From an optimization exercise on the open Yosys and OpenROAD flow, aimed at small area; shortcuts taken in it are not production practice.
For this run, only the layout was checked, not whether the RTL still works.
The flow treats the clock pin as an ideal source, which a real chip does not have.
Power and IR drop assume default switching activity.

==> flow/config.mk <==
export PLATFORM = sky130hd
export DESIGN_NAME = counter_and_display
export DESIGN_NICKNAME = counter_and_display
export VERILOG_FILES = /design/flow/design.v
export SDC_FILE = /design/flow/constraint.sdc
export NUM_CORES = 4
export LEC_CHECK = 0
export ABC_AREA = 1
export CAP_MARGIN = 20
export CORE_MARGIN = 2
export CORE_UTILIZATION = 40
export SLEW_MARGIN = 20
==> flow/constraint.sdc <==
create_clock -name core_clock -period 10.0 [get_ports {clk}]
set_input_delay 2.0000 -clock core_clock [delete_from_list [all_inputs] [get_ports {clk}]]
set_output_delay 2.0000 -clock core_clock [all_outputs]
set_load 0.01 [all_outputs]
==> flow/design.v <==
module counter_and_display(clk,rst,SEC_low,SEC_high,MIN_low,MIN_high,HOUR_low,HOUR_high,key0,key1,key2,key3);
input clk;
input rst;
input key0,key1,key2,key3;
output [6:0] SEC_low;
output [6:0] SEC_high;
output [6:0] MIN_low;
output [6:0] MIN_high;
output [6:0] HOUR_low;
output [6:0] HOUR_high;
reg [9:0] pre;
reg [3:0] ks;
reg [3:0] kp;
reg [3:0] s_lo;
reg [2:0] s_hi;
reg [3:0] m_lo;
reg [2:0] m_hi;
wire [3:0] s_lo_d; wire [2:0] s_hi_d; wire [3:0] m_lo_d; wire [2:0] m_hi_d; reg [3:0] h_lo; reg [1:0] h_hi; wire [3:0] h_lo_d; wire [1:0] h_hi_d; wire hl9, hl0, hl3, hh2, hh0, hcu, hcd;
wire tc, s9, s5, sc, s_hi_en, m9, m0, m5, mh0, mz, m59, mdn, mup, mcu, mcd, hdn, hup;
wire [9:0] prel = pre ^ 10'd64;
wire [3:0] ksl = ks ^ 4'd0;
wire [3:0] kpl = kp ^ 4'd15;
assign tc = (~pre[0] & ~pre[1] & pre[2] & pre[3] & pre[4] & pre[6] & ~pre[7] & ~pre[8] & ~pre[9]);
assign s9 = (s_lo[1] & s_lo[2] & ~s_lo[3]);
assign s5 = (s_hi[1] & ~s_hi[2]);
assign sc = tc & s9 & s5;
assign s_hi_en = tc & s9;
assign m9 = (~m_lo[0] & m_lo[3]);
assign m0 = (m_lo[0] & m_lo[2] & ~m_lo[3]);
assign m5 = (m_hi[0] & m_hi[1] & m_hi[2]);
assign mh0 = (~m_hi[0] & ~m_hi[1]);
assign mz = m0 & mh0;
assign m59 = m9 & m5;
assign mdn = kpl[1];
assign mup = kpl[0] | sc;
assign hdn = kpl[3] | (~kpl[2] & kpl[1] & mz);
assign hup = ~kpl[3] & (kpl[2] | (mup & m59));
assign mcd = mdn & m0;
assign mcu = ~mdn & mup & m9;
assign s_lo_d[0] = (s_lo[0] & ~rst & ~tc) | (~s_lo[0] & s_lo[1] & ~rst & tc) | (~s_lo[1] & s_lo[2] & ~rst & tc);
assign s_lo_d[1] = ~((~s_lo[1] & ~tc) | (rst) | (~s_lo[0] & ~s_lo[1]) | (s_lo[0] & s_lo[1] & ~s_lo[3] & tc));
assign s_lo_d[2] = ~((~s_lo[2] & ~tc) | (rst) | (~s_lo[0] & s_lo[3] & tc) | (s_lo[1] & s_lo[2] & tc) | (s_lo[0] & ~s_lo[1] & ~s_lo[3]));
assign s_lo_d[3] = (~s_lo[0] & ~s_lo[3] & ~rst & tc) | (s_lo[3] & ~rst & ~tc) | (s_lo[1] & s_lo[2] & s_lo[3] & ~rst);
assign s_hi_d[0] = (s_hi[0] & ~s_hi_en) | (rst) | (s_hi[1] & ~s_hi[2]) | (~s_hi[0] & s_hi_en) | (s_hi[0] & ~s_hi[1] & s_hi[2]);
assign s_hi_d[1] = ~((~s_hi[1] & ~s_hi_en) | (rst) | (~s_hi[2] & s_hi_en) | (~s_hi[0] & ~s_hi[1]));
assign s_hi_d[2] = (~s_hi[1] & ~rst & s_hi_en) | (s_hi[0] & s_hi[2] & ~rst) | (~s_hi[0] & ~rst & ~s_hi_en);
assign m_lo_d[0] = (m_lo[0] & ~mdn & ~mup) | (rst) | (~m_lo[0] & mdn) | (~m_lo[0] & mup);
assign m_lo_d[1] = (m_lo[1] & ~mdn & ~mup) | (rst) | (~m_lo[1] & ~m_lo[3] & mdn) | (~m_lo[0] & m_lo[1] & ~m_lo[2]) | (~m_lo[2] & mdn) | (m_lo[3] & ~mdn & mup) | (~m_lo[1] & m_lo[2] & ~m_lo[3] & mup);
assign m_lo_d[2] = (rst) | (~m_lo[0] & m_lo[1] & mdn) | (~m_lo[1] & ~mdn & mup) | (m_lo[0] & m_lo[2] & ~m_lo[3]) | (m_lo[2] & ~mdn & ~mup) | (m_lo[2] & ~m_lo[3] & mdn) | (m_lo[1] & m_lo[2] & mdn) | (m_lo[0] & ~m_lo[1] & ~m_lo[2] & mdn);
assign m_lo_d[3] = ~((rst) | (m_lo[3] & mdn) | (m_lo[3] & mup) | (~m_lo[1] & mdn) | (m_lo[1] & ~m_lo[3] & ~mdn) | (~m_lo[3] & ~mdn & ~mup) | (m_lo[0] & m_lo[1] & ~m_lo[2]));
assign m_hi_d[0] = ~((~m_hi[0] & ~mcd & ~mcu) | (rst) | (m_hi[0] & mcu) | (m_hi[0] & mcd));
assign m_hi_d[1] = ~((~m_hi[1] & ~mcd & ~mcu) | (rst) | (m_hi[1] & m_hi[2] & ~mcd & mcu) | (~m_hi[2] & mcd));
assign m_hi_d[2] = (rst) | (~m_hi[2] & mcd) | (~m_hi[1] & mcd) | (m_hi[2] & ~mcd & ~mcu) | (m_hi[1] & ~mcd & mcu);
assign hl9 = (h_lo[0] & ~h_lo[2] & h_lo[3]);
assign hl0 = (~h_lo[0] & ~h_lo[1] & ~h_lo[2] & ~h_lo[3]);
assign hl3 = (h_lo[2] & h_lo[3]);
assign hh2 = (~h_hi[1]);
assign hh0 = (~h_hi[0] & h_hi[1]);
assign hcu = hup & (hl9 | (hh2 & hl3));
assign hcd = hdn & hl0;
assign h_hi_d[0] = ~rst & (hcd ? ((~h_hi[1])) : (hcu ? ((~h_hi[0] & h_hi[1])) : h_hi[0]));
assign h_hi_d[1] = rst | (hcd ? ((~h_hi[1]) | (h_hi[0])) : (hcu ? ((~h_hi[0])) : h_hi[1]));
assign h_lo_d[0] = ~((~h_lo[0] & ~hdn & ~hup) | (rst) | (h_lo[0] & hdn) | (h_lo[0] & hup));
assign h_lo_d[1] = ~((rst) | (h_lo[0] & h_lo[1] & hup) | (~h_lo[1] & ~h_lo[3] & ~hup) | (h_lo[3] & ~hdn) | (~h_lo[0] & ~h_lo[2] & hup) | (~h_lo[0] & ~h_lo[3] & hdn) | (h_lo[0] & ~h_lo[2] & ~hup) | (~h_lo[0] & ~h_lo[1] & h_lo[2]));
assign h_lo_d[2] = ~((rst) | (h_lo[0] & ~h_lo[2]) | (h_lo[0] & h_lo[1] & hup) | (~h_lo[1] & ~h_lo[2] & ~hdn) | (h_lo[1] & ~h_lo[2] & ~hup) | (h_lo[2] & h_lo[3] & hdn) | (~h_lo[2] & ~h_lo[3] & hdn & ~hh0) | (h_lo[3] & hup & hh2));
assign h_lo_d[3] = ~((rst) | (~h_lo[0] & h_lo[3] & hdn) | (~h_lo[1] & ~h_lo[3] & ~hdn) | (h_lo[1] & ~hup) | (h_lo[0] & ~h_lo[1] & hup) | (h_lo[0] & ~h_lo[3] & ~hup) | (h_lo[2] & h_lo[3] & hdn) | (~h_lo[0] & h_lo[2] & hup));
assign SEC_low[0] = ~((~s_lo[3]) | (s_lo[0] & ~s_lo[1]) | (~s_lo[2]));
assign SEC_low[1] = (s_lo[0] & s_lo[1] & ~s_lo[2]) | (~s_lo[2] & s_lo[3]);
assign SEC_low[2] = (s_lo[0] & ~s_lo[1] & ~s_lo[3]);
assign SEC_low[3] = (~s_lo[0] & s_lo[2]) | (s_lo[1] & s_lo[2] & s_lo[3]);
assign SEC_low[4] = ~((~s_lo[1] & ~s_lo[2]) | (s_lo[0] & ~s_lo[2]) | (s_lo[0] & ~s_lo[1]));
assign SEC_low[5] = (~s_lo[0] & s_lo[1] & ~s_lo[3]) | (~s_lo[0] & s_lo[2]) | (s_lo[0] & ~s_lo[1] & ~s_lo[3]);
assign SEC_low[6] = (~s_lo[0] & ~s_lo[1]);
assign SEC_high[0] = (~s_hi[0]);
assign SEC_high[1] = (s_hi[1] & ~s_hi[2]);
assign SEC_high[2] = (s_hi[0] & ~s_hi[1] & s_hi[2]);
assign SEC_high[3] = (~s_hi[0]);
assign SEC_high[4] = (s_hi[1]) | (~s_hi[0]);
assign SEC_high[5] = (s_hi[0] & s_hi[2]) | (~s_hi[1] & s_hi[2]);
assign SEC_high[6] = (~s_hi[1] & ~s_hi[2]) | (~s_hi[0] & ~s_hi[1]);
assign MIN_low[0] = (m_lo[0] & m_lo[1] & ~m_lo[2]) | (~m_lo[1] & m_lo[2] & ~m_lo[3]);
assign MIN_low[1] = (~m_lo[0] & ~m_lo[1] & ~m_lo[2]) | (m_lo[0] & ~m_lo[1] & m_lo[2]);
assign MIN_low[2] = (m_lo[1] & m_lo[3]);
assign MIN_low[3] = (m_lo[0] & m_lo[1] & ~m_lo[2]) | (~m_lo[0] & m_lo[2] & ~m_lo[3]);
assign MIN_low[4] = (~m_lo[0]) | (m_lo[1] & ~m_lo[2]);
assign MIN_low[5] = (~m_lo[0] & m_lo[1]) | (m_lo[1] & m_lo[3]) | (~m_lo[0] & m_lo[2] & ~m_lo[3]);
assign MIN_low[6] = (m_lo[2] & ~m_lo[3]);
assign MIN_high[0] = (~m_hi[2]);
assign MIN_high[1] = (m_hi[0] & m_hi[1] & m_hi[2]);
assign MIN_high[2] = (~m_hi[0] & m_hi[1] & m_hi[2]);
assign MIN_high[3] = (~m_hi[2]);
assign MIN_high[4] = (~m_hi[2]) | (m_hi[0]);
assign MIN_high[5] = (m_hi[0] & ~m_hi[2]) | (m_hi[0] & ~m_hi[1]) | (~m_hi[0] & m_hi[1] & m_hi[2]);
assign MIN_high[6] = (m_hi[0] & ~m_hi[2]) | (~m_hi[0] & ~m_hi[1]);
assign HOUR_low[0] = (h_lo[0] & ~h_lo[2] & ~h_lo[3]) | (~h_lo[0] & ~h_lo[1] & h_lo[2]);
assign HOUR_low[1] = (h_lo[0] & ~h_lo[1] & h_lo[2] & ~h_lo[3]) | (~h_lo[0] & h_lo[1] & h_lo[2]);
assign HOUR_low[2] = (h_lo[1] & ~h_lo[2]);
assign HOUR_low[3] = (h_lo[0] & ~h_lo[2] & ~h_lo[3]) | (~h_lo[0] & ~h_lo[1] & h_lo[2]) | (h_lo[0] & h_lo[1]);
assign HOUR_low[4] = (h_lo[0]) | (~h_lo[1] & h_lo[2]);
assign HOUR_low[5] = (h_lo[0] & ~h_lo[2] & ~h_lo[3]) | (h_lo[1] & ~h_lo[2]) | (h_lo[2] & h_lo[3]) | (h_lo[0] & h_lo[1]);
assign HOUR_low[6] = (~h_lo[1] & ~h_lo[2] & ~h_lo[3]) | (h_lo[0] & h_lo[1]);
assign HOUR_high[0] = (h_hi[0]);
assign HOUR_high[1] = 1'b0;
assign HOUR_high[2] = (~h_hi[1]);
assign HOUR_high[3] = (h_hi[0]);
assign HOUR_high[4] = (h_hi[0]);
assign HOUR_high[5] = (~h_hi[1]) | (h_hi[0]);
assign HOUR_high[6] = (h_hi[1]);
always @(posedge clk) begin
	if (rst | tc) pre <= 10'd120;
	else pre <= {prel[8:0], ~(prel[2] ^ prel[9])} ^ 10'd64;
	if (rst) begin
		ks <= 4'd15;
		kp <= 4'd15;
	end else begin
		ks <= {key3,key2,key1,key0} ^ 4'd0;
		kp <= (~{key3,key2,key1,key0} & ksl) ^ 4'd15;
	end
	s_lo <= s_lo_d; s_hi <= s_hi_d;
	m_lo <= m_lo_d; m_hi <= m_hi_d;
	h_lo <= h_lo_d; h_hi <= h_hi_d;
end
endmodule
==> flow/flow/run.sh <==
#!/bin/bash
# The standard layout (standard.sh) with these changes, made through ORFS's hooks:
#  - synthesis is the standard one except that ABC maps the logic with
#    flow/abc_area.script (flow/synth_abc.tcl wraps synth_recipe.tcl);
#  - the port buffers are the smallest buffer cell (buf_1);
#  - after floorplan, logic cells are swapped for the smallest drive strength of
#    their family (flow/downsize.tcl);
#  - the clock port drives 2 clock buffers, each feeding the registers of one half
#    of the core (flow/clk_tree.tcl, run just before clock tree synthesis, which
#    then finds the clock already buffered).
# The tools' output goes to standard.log here and to ORFS's logs under orfs/.
set -o pipefail
export FLOW_STD_SYNTH=$PWD/synth_recipe.tcl
export FLOW_ABC_SCRIPT=$PWD/flow/abc_area.script
sed "s#SYNTH_SCRIPT=[^ ]*#SYNTH_SCRIPT=$PWD/flow/synth_abc.tcl#" standard.sh > standard_abc.sh
grep -q "SYNTH_SCRIPT=$PWD/flow/synth_abc.tcl" standard_abc.sh || { echo "could not set SYNTH_SCRIPT" >&2; exit 1; }
export BUFFER_PORTS_ARGS="-buffer_cell sky130_fd_sc_hd__buf_1"
export POST_FLOORPLAN_TCL=$PWD/flow/downsize.tcl
export CLK_TREE_N=2
export CLK_TREE_BUF=sky130_fd_sc_hd__clkbuf_8
export PRE_CTS_TCL=$PWD/flow/clk_tree.tcl
export CTS_ARGS="-clk_nets clk -dont_use_dummy_load -buf_list {sky130_fd_sc_hd__clkbuf_8}"
bash standard_abc.sh > standard.log 2>&1
==> flow/flow/abc_area.script <==
strash
&get -n
&deepsyn -T 60
&put
dch -f
map -a
topo
dnsize -c
==> flow/flow/clk_tree.tcl <==
# Drive the register clock pins from CLK_TREE_N clock buffers (each placed at the
# centre of its group of registers), all fed from the clock port. Runs before
# clock_tree_synthesis, which then finds the clock already buffered.
set block [ord::get_db_block]
set dbu [$block getDbUnitsPerMicron]
set k $::env(CLK_TREE_N)
set pins {}
foreach pin [get_pins -of_objects [get_nets clk]] {
  if {[get_property $pin direction] ne "input"} { continue }
  set inst [[sta::sta_to_db_pin $pin] getInst]
  set bb [$inst getBBox]
  lappend pins [list $pin [expr {([$bb xMin] + [$bb xMax]) / 2.0 / $dbu}] [expr {([$bb yMin] + [$bb yMax]) / 2.0 / $dbu}]]
}
set n [llength $pins]
# k-means on the pin locations, seeded along x
set sorted [lsort -real -index 1 $pins]
set cent {}
for {set i 0} {$i < $k} {incr i} {
  set p [lindex $sorted [expr {int(($i + 0.5) * $n / $k)}]]
  lappend cent [list [lindex $p 1] [lindex $p 2]]
}
for {set iter 0} {$iter < 50} {incr iter} {
  set groups [lrepeat $k {}]
  foreach p $pins {
    set best 0; set bd 1e30
    for {set i 0} {$i < $k} {incr i} {
      set c [lindex $cent $i]
      set d [expr {pow([lindex $p 1] - [lindex $c 0], 2) + pow([lindex $p 2] - [lindex $c 1], 2)}]
      if {$d < $bd} { set bd $d; set best $i }
    }
    lset groups $best [concat [lindex $groups $best] [list $p]]
  }
  set cent {}
  foreach g $groups {
    set sx 0; set sy 0
    foreach p $g { set sx [expr {$sx + [lindex $p 1]}]; set sy [expr {$sy + [lindex $p 2]}] }
    set m [llength $g]
    if {$m == 0} { set m 1 }
    lappend cent [list [expr {$sx / $m}] [expr {$sy / $m}]]
  }
}
set i 0
foreach g $groups c $cent {
  if {[llength $g] == 0} { continue }
  set loads {}
  foreach p $g { lappend loads [lindex $p 0] }
  puts "clk_tree: buffer $i drives [llength $g] clock pins at ($c)"
  insert_buffer -buffer_cell $::env(CLK_TREE_BUF) -net clk -load_pins $loads -location $c -buffer_name clkleaf_buf$i -net_name clknet_leaf$i
  incr i
}
==> flow/flow/downsize.tcl <==
# Swap every logic cell for the smallest cell of its family (same function, other
# drive strength): synthesis upsizes gates for a speed the 10 ns clock does not need.
# Registers, buffers, tie cells and physical cells are left alone.
set block [ord::get_db_block]
set db [ord::get_db]
set area {}
foreach lib [$db getLibs] {
  foreach m [$lib getMasters] {
    set name [$m getName]
    if {[regexp {^(sky130_fd_sc_hd__[a-z0-9]+)_([0-9]+)$} $name -> fam drive]} {
      if {[llength [get_lib_cells -quiet $name]] == 0} { continue }
      if {[get_property [get_lib_cells $name] dont_use]} { continue }
      dict lappend area $fam [list $name [expr {[$m getWidth] * [$m getHeight]}]]
    }
  }
}
set n 0
foreach inst [$block getInsts] {
  set name [[$inst getMaster] getName]
  if {![regexp {^(sky130_fd_sc_hd__([a-z0-9]+))_([0-9]+)$} $name -> fam base drive]} { continue }
  if {[regexp {^(df|sdf|edf|dl|buf|clkbuf|clkdly|dlygate|dlymetal|conb|tap|fill|decap|diode|probe|lpflow|macro|bufbuf|bufinv)} $base]} { continue }
  if {![dict exists $area $fam]} { continue }
  set best [lindex [lsort -integer -index 1 [dict get $area $fam]] 0]
  set cur [expr {[[$inst getMaster] getWidth] * [[$inst getMaster] getHeight]}]
  if {[lindex $best 1] < $cur} {
    replace_cell [$inst getName] [lindex $best 0]
    incr n
  }
}
puts "downsize: $n cells swapped for a smaller drive strength"
==> flow/flow/synth_abc.tcl <==
# The standard synthesis (synth_recipe.tcl, which sources ORFS's synth.tcl) with one
# change: the combinational logic is mapped by ABC with flow/abc_area.script, an
# area-only mapping, instead of ORFS's abc_area.script. Registers are untouched: they
# are mapped by dfflibmap before ABC runs, exactly as in the standard synthesis.
proc abc {args} {
  set i [lsearch -exact $args -script]
  if {$i >= 0} { lset args [expr {$i + 1}] $::env(FLOW_ABC_SCRIPT) }
  yosys abc {*}$args
}
source $::env(FLOW_STD_SYNTH)
==> flow/standard.sh <==
#!/bin/bash
# synth_recipe.tcl (not shown) runs the flow's synth.tcl, then flattens the netlist and writes it again
# the make line also repeats each setting of config.mk as NAME=value (left out here)
make -C /OpenROAD-flow-scripts/flow DESIGN_CONFIG=/design/flow/config.mk WORK_HOME=/design/flow/orfs CLKGATE_MAP_FILE= SYNTH_SCRIPT=/design/flow/synth_recipe.tcl "${@:-finish}"
==> parameters.txt <==
Parameter                              Value

Outcome
  Outcome  no timing/DRC/antenna violations

Hold path
  WHS Endpoint    kp[1]
  Hold path depth    1
  Min-Delay Path Class    reg -> reg
  Worst hold start    ks[1]

Power
  PwrDens    149.1 nW/um2
  Static power due to leakage    0.7627 nW
  Maximum ir drop on the vdd rail    124.8 uV

Critical path
  Worst-case reg-to-reg path depth    15
  Cell with the biggest individual delay on the critical path    dfxtp_1
  CP arrival    1.57 ns
  Setup slack of the most critical reg-to-reg path    6.82 ns
  Crit Path Class    reg -> out
  Largest stage delay on the critical path    0.42 ns
  Critical path capture point type    primary output
  Crit path max fanout    6
  Endpoint of the lowest-slack register-to-register path    h_hi[0]
  Number of buffers and inverters on the critical path    3
  Origin of the critical flop-to-flop path    pre[7]
  Family of cells with the greatest summed delay on the critical path    buffers and inverters
  Data required time of the worst path    8.00 ns
  Worst path cell trace    clkinv_1 -> nor3_1 -> clkinv_1 -> o21ai_0 -> buf_1
  Most frequent CP cell    clkinv_1
  Launching element type of the critical path    register

Logic synthesis
  Number of nets in the synthesized netlist    259
  Synthesized instance count    253
  Area fraction of the dominant cell type after synthesis    0.4267
  Netlist area before placement    1783 um2
  Synth async-reset ratio    0
  Cell accounting for the most synthesized area    dfxtp_1
  Synthesis warning total    1
  Number of enable-type register cells in the synthesized netlist    0
  Ranking of synthesized cells by area    dfxtp_1, clkinv_1, nor2_1, nand2_1, o21ai_0
  Sequential area share after synthesis    0.4267
  Post-synthesis average cell area    7.047 um2
  Register bit total from synthesis    38
  Prevailing post-synth register cell    dfxtp_1
  Count of distinct cell types in the synthesized netlist    26

GRT
  Number of global-route vias before repair    1483
  All-layer global routing usage    0.1421
  Maximum number of pins on one net before global-route repair    21
  Grt ovf    0
  Wire length of the first global-routing pass    6.244 mm
  Number of antenna violations at the first check in global routing    0

Finish
  Fraction of layout cells with a size suffix above 1    0.02721
  Diodes inserted    0
  Number of nets in the final layout    302
  Area growth from synthesis to layout    11.93%

CTS
  Clock latency on the worst-skew pair    0.17 ns
  Clock transition at the registers of the reported paths    0.12 ns
  Number of hold buffers added after CTS    0
  Post-CTS repair timing setup buffer count    0
  Total of cells resized after clock tree synthesis    0

Routing
  Final ANT Viol Nets    0
  First-iteration detailed-routing DRC count    59
  Sum of met3 wire segment lengths after detailed routing    159 um
  Via count normalized by instance count    4.960
  Average wire per standard cell    10.68 um
  Vias    1716
  Remaining design rule violation count    0
  1st-pass router iterations    4
  Highest metal used    met4
  Met1 Wirelength    1.749 mm
  Post-detailed-routing wire length    3.695 mm
  Detail Route met2 WL    1.759 mm

Floorplanning
  Area of the core    4324 um2
  Die W    70.77 um
  Die area    5008 um2
  Std cell rows    24
  Number of ports placed on the die boundary    48
  Die span in y    70.77 um
  Effective utilization at floorplan    0.4123

Timing
  Final clock period utilization by the worst path    0.3566
  Final setup vio count    0
  Number of slew-limit violations in the final report    0
  Setup TNS    0 ns
  Final period demand of the worst path    3.566 ns
  Setup repair after global routing missed its margin    false
  Max Fclk    280.5 MHz
  Worst slew slack as a fraction of its limit    0.5872
  Hold Violations, Final    0
  Setup WS post-layout    6.434 ns
  Post-Route Skew    0.01864 ns
  Slew of the pin with the lowest slew margin    0.6178 ns

Run
  Maximum capacitance violations    0

Placement
  Detailed placer's ending HPWL    2.864 mm
  Number of buffer cells added on primary ports    46
  Worst-case setup slack after placement    6.568 ns
  GPL Wtd Cong    0.8578
layout by cell type, fill, tap and decap left out, drive strengths merged, types with 5 or more instances in the layout:
master | Yosys | routed
a211oi | 5 | 5
a21oi | 21 | 21
buf | 8 | 47
clkinv | 45 | 45
dfxtp | 38 | 38
nand2 | 30 | 30
nand3 | 11 | 11
nor2 | 39 | 39
nor3 | 6 | 6
o21ai | 22 | 22
o22ai | 6 | 6
or2 | 5 | 5
kinds of logic after synthesis:
group / Yosys count / synth area share
AOI/OAI and AO/OA: 66 / 0.2162
and+or+nand+nor: 94 / 0.2218
buffers and inverters: 53 / 0.1284
DFF: 38 / 0.4267
other: 1 / 0.002103
xor gates and xnor gates: 1 / 0.004913
worst max-delay path by stage:
stage,from,to,slack (ns),cells after the start
6_report,m_lo[0],MIN_low[0],6.43,5
5_1_grt,m_lo[0],MIN_low[0],6.25,5
4_1_cts,rst,h_hi[0],6.57,6
3_5_place_dp,rst,h_hi[0],6.57,6
3_3_place_gp,rst,h_hi[0],6.59,6
2_1_floorplan,h_lo[0],HOUR_low[3],6.84,3
registers in the layout (all words and copies together) (netlist names):
register	cells
pre	10
h_lo	4
kp	4
ks	4
m_lo	4
s_lo	4
m_hi	3
s_hi	3
h_hi	2
final cells by class, without the clock buffers:
| type | count | area, um2 |
|---|---|---|
| timing repair buffer | 47 | 180.2 |
| fill | 477 | 2328 |
| tap | 52 | 65.06 |
| sequential | 38 | 760.7 |
| inverter | 45 | 168.9 |
| multi-input combinational | 162 | 793.3 |
synth_stat cells, drive strengths merged, types with 2 or more instances:
master,n
buf,8
a31oi,2
nand3,11
o31ai,2
clkinv,45
or2,5
o21ai,22
nand2,30
a211oi,5
nor3,6
dfxtp,38
o22ai,6
a311oi,2
nor2,39
a21oi,21
per-layer routing:
layer / global-route usage / vias up
li1: - / 917
met3: 0.01140 / 2
met2: 0.2586 / 25
met4: 0.008386 / 0
met5: 0 / -
met1: 0.1927 / 772
power by group:
group	total [mW]	leakage [nW]	internal (mW)	switching [mW]
clock network	0.0566	0.0144	0.0187	0.0378
logic	0.0710	0.435	0.0247	0.0463
registers	0.170	0.313	0.161	0.00872
through the flow:
stage / hold WS (ns) / cell area, um2 / util / instances / power, mW
final: 0.3759 / 1996 / 0.4615 / 346 / 0.2976
after global routing: 0.3913 / 1996 / 0.4615 / 346 / 0.3172
after CTS: 0.3735 / 1996 / 0.4615 / 346 / 0.2867
after detailed placement: 0.3735 / 1968 / 0.4552 / 344 / 0.2450
after global placement: 0.3691 / 1968 / 0.4552 / 344 / 0.2452
after floorplan: 0.3666 / 1783 / - / 253 / 0.2250
worst reg2reg max path, cell delays in order, from the launching register on:
cell	delay, ns
dfxtp_1	0.33
nor3_1	0.19
nor3b_1	0.55
clkinv_1	0.22
nor2_1	0.22
nand2_1	0.11
clkinv_1	0.10
nand2_1	0.05
nand2_1	0.17
nand3_1	0.14
o31ai_1	0.28
nand2_1	0.17
nor2_1	0.15
clkinv_1	0.09
o21ai_0	0.23
a21oi_1	0.10

==> separate check: timing with driven ports <==
No port has a modelled driver above. Below, the same layout with a new extraction and two added sets of constraints. Step 1 sets driving cells, clkbuf_16 on the clock port and buf_2 on the other inputs (assumed; they add their load-dependent delay and slew). Step 2 moves the port delays by t, midway between the first and last clock arrival at a register: inputs arrive t later, outputs are due t later. That takes back most of the time a late clock gives input paths. Three values: ideal, step 1, step 2; two values: the first two.
t (ns): 0.200
setup WS [ns]: 6.434 / 6.400 / 6.599
latest minus earliest clock arrival (ns): 0.018 / 0.019
After both steps setup and hold are still met in this run. The setup slack of this run moves by -0.034 ns with the drivers and by +0.165 ns with both steps.
